This is an optimization exercise on Yosys and OpenROAD, whose aim is small area, not a production implementation.
The RTL was checked by simulation tests, not by an equivalence proof against the original design.

== rev 12 ==
Design freq_shift, start of the top module:
module freq_shift
  (input                clk,
   input                rst,
   input                m_axis_tvalid,
   input [11:0]         freq_step,
   input                freq_step_valid,
   input                neg_shift,
   input signed [11:0]  xi,
   input signed [11:0]  xq,
   output               s_axis_tready,
   input                m_axis_tready,
   output signed [11:0] i,
   output signed [11:0] q,
   output               s_axis_tvalid);
Size in the first run: roughly 68 I/O pins, roughly 0.016 sq mm of cells after synthesis.
clock: 6.0 ns
lec_check: 0
abc_area: 1
cap_margin: 0
core_margin: 2
core_utilization: 40
cts_buf_list: sky130_fd_sc_hd__clkbuf_16
cts_cluster_diameter: 150
cts_cluster_size: 24
slew_margin: 0
standard.sh (not shown) runs the stock make flow with config.mk's settings and CLKGATE_MAP_FILE= SYNTH_SCRIPT=/design/flow/synth_recipe.tcl, a recipe that flattens the netlist after the stock synthesis.
==> flow/flow/run.sh <==
#!/bin/bash
# Own layout flow: the standard layout (standard.sh), with two changes to
# synthesis.  The design is synthesised by the standard script with Yosys's
# early "abc -fast" pass skipped (synth -noabc), so that extract_fa finds the
# full adders of the RTL's adder trees as written, and ORFS's final ABC
# mapping uses the area-only script flow/area.abc.  The registers are then
# checked against the standard synthesis and given its instance names; if
# they differ in any way, the standard netlist is used unchanged.  Each
# tool's output goes to a log file in the work folder.
set -uo pipefail
W=$(pwd)
R=$W/orfs/results/$FLOW_PLATFORM/freq_shift/base
OWN=$W/orfs_own/results/$FLOW_PLATFORM/freq_shift/base

bash standard.sh synth > std_synth.log 2>&1 || { echo "standard synthesis failed"; exit 1; }
cp "$R/1_2_yosys.v" ref_1_2_yosys.v

# 2. the same synthesis scripts, without the early abc pass and with the
#    area-only ABC script
sed "s#^source \$::env(SCRIPTS_DIR)/synth_preamble.tcl#&\nset abc_args [lreplace \$abc_args 1 1 $W/flow/area.abc]#" \
    "$FLOW_HOME/scripts/synth.tcl" > own_synth_main.tcl
sed -e 's/yosys synth -nofsm -noshare /yosys synth -nofsm -noshare -noabc /' \
    -e "s#^source \$::env(SCRIPTS_DIR)/synth.tcl#source $W/own_synth_main.tcl#" \
    synth_recipe.tcl > own_synth.tcl
if grep -q -- '-noabc' own_synth.tcl && grep -q own_synth_main own_synth.tcl &&
   grep -q 'flow/area.abc' own_synth_main.tcl &&
   make -C "$FLOW_HOME" DESIGN_CONFIG="$W/config.mk" WORK_HOME="$W/orfs_own" CLKGATE_MAP_FILE= \
        SYNTH_SCRIPT="$W/own_synth.tcl" synth > own_synth.log 2>&1 &&
   python3 flow/match_regs.py ref_1_2_yosys.v "$OWN/1_2_yosys.v" own_1_2_yosys.v > match_regs.log 2>&1
then
  echo "using the own synthesis"
  cp own_1_2_yosys.v "$R/1_2_yosys.v"
  rm -f "$R/1_synth.odb" "$R/1_synth.sdc"
else
  echo "own synthesis not used; keeping the standard netlist"
fi

# 3. the rest of the standard layout
bash standard.sh > std_layout.log 2>&1 || { echo "layout failed"; exit 1; }
test -f out/final.def
Other scripts of this flow, unchanged in this note and not shown: flow/flow/area.abc, flow/flow/match_regs.py
The flow did not stop early for rev 12: all stages ran, and the layout cleared the timing, design-rule and antenna checks.
--- input diff rev 12..rev 13 ---
-- flow/config.mk --
<<< rev 12, line 10
export CORE_MARGIN = 2
export CORE_UTILIZATION = 40
export CTS_BUF_LIST = sky130_fd_sc_hd__clkbuf_16
export CTS_CLUSTER_DIAMETER = 150
export CTS_CLUSTER_SIZE = 24
export SLEW_MARGIN = 0
>>> rev 13, line 10
export CORE_MARGIN = 2
export CORE_UTILIZATION = 40
export CTS_BUF_LIST = sky130_fd_sc_hd__clkbuf_8
export CTS_CLUSTER_DIAMETER = 80
export CTS_CLUSTER_SIZE = 20
export SLEW_MARGIN = 0
Rev 13 — area growth from synthesis to layout 0.18 points higher, rev 12 as reference. The final cell count in rev 13 was higher than what rev 12 gave. Between rev 12 and rev 13, the via count of the first global-routing pass figures differ only marginally. Diff rev 12 and rev 13: highest fanout seen on the critical path lower in rev 12. Rev 12 -> rev 13: flip-flop and latch share of the layout cell area flat. Run comparison: rev 13 cell with the biggest individual delay on the critical path dfxtp_1; rev 12 cell with the biggest individual delay on the critical path fa_1.

==> afterwards: timing with drivers on the ports <==
Ports are ideal in the flow. The routed layouts listed here were re-timed in OpenROAD.
Step 1: set_driving_cell puts a clkbuf_16 on clk and a buf_2 on each other input, an assumption about the parent block.
Step 2 also shifts input and output timing later by t, the mid clock arrival at the registers, as if the neighbouring blocks saw the same clock.
Slacks: ideal / step 1 / step 2; pairs: ideal / step 1.
run | t, ns | setup WS [ns] | worst setup path after step 2 | worst register clock-pin slew, ns | worst slew at a driven data input, ns
rev 12 | 0.532 | 0.290 / 0.290 / 0.290 | register to register | 0.10 / 0.10 | 0.05
rev 13 | 0.637 | 0.260 / 0.260 / 0.260 | register to register | 0.12 / 0.12 | 0.05
After both steps setup and hold are still met in every run listed.
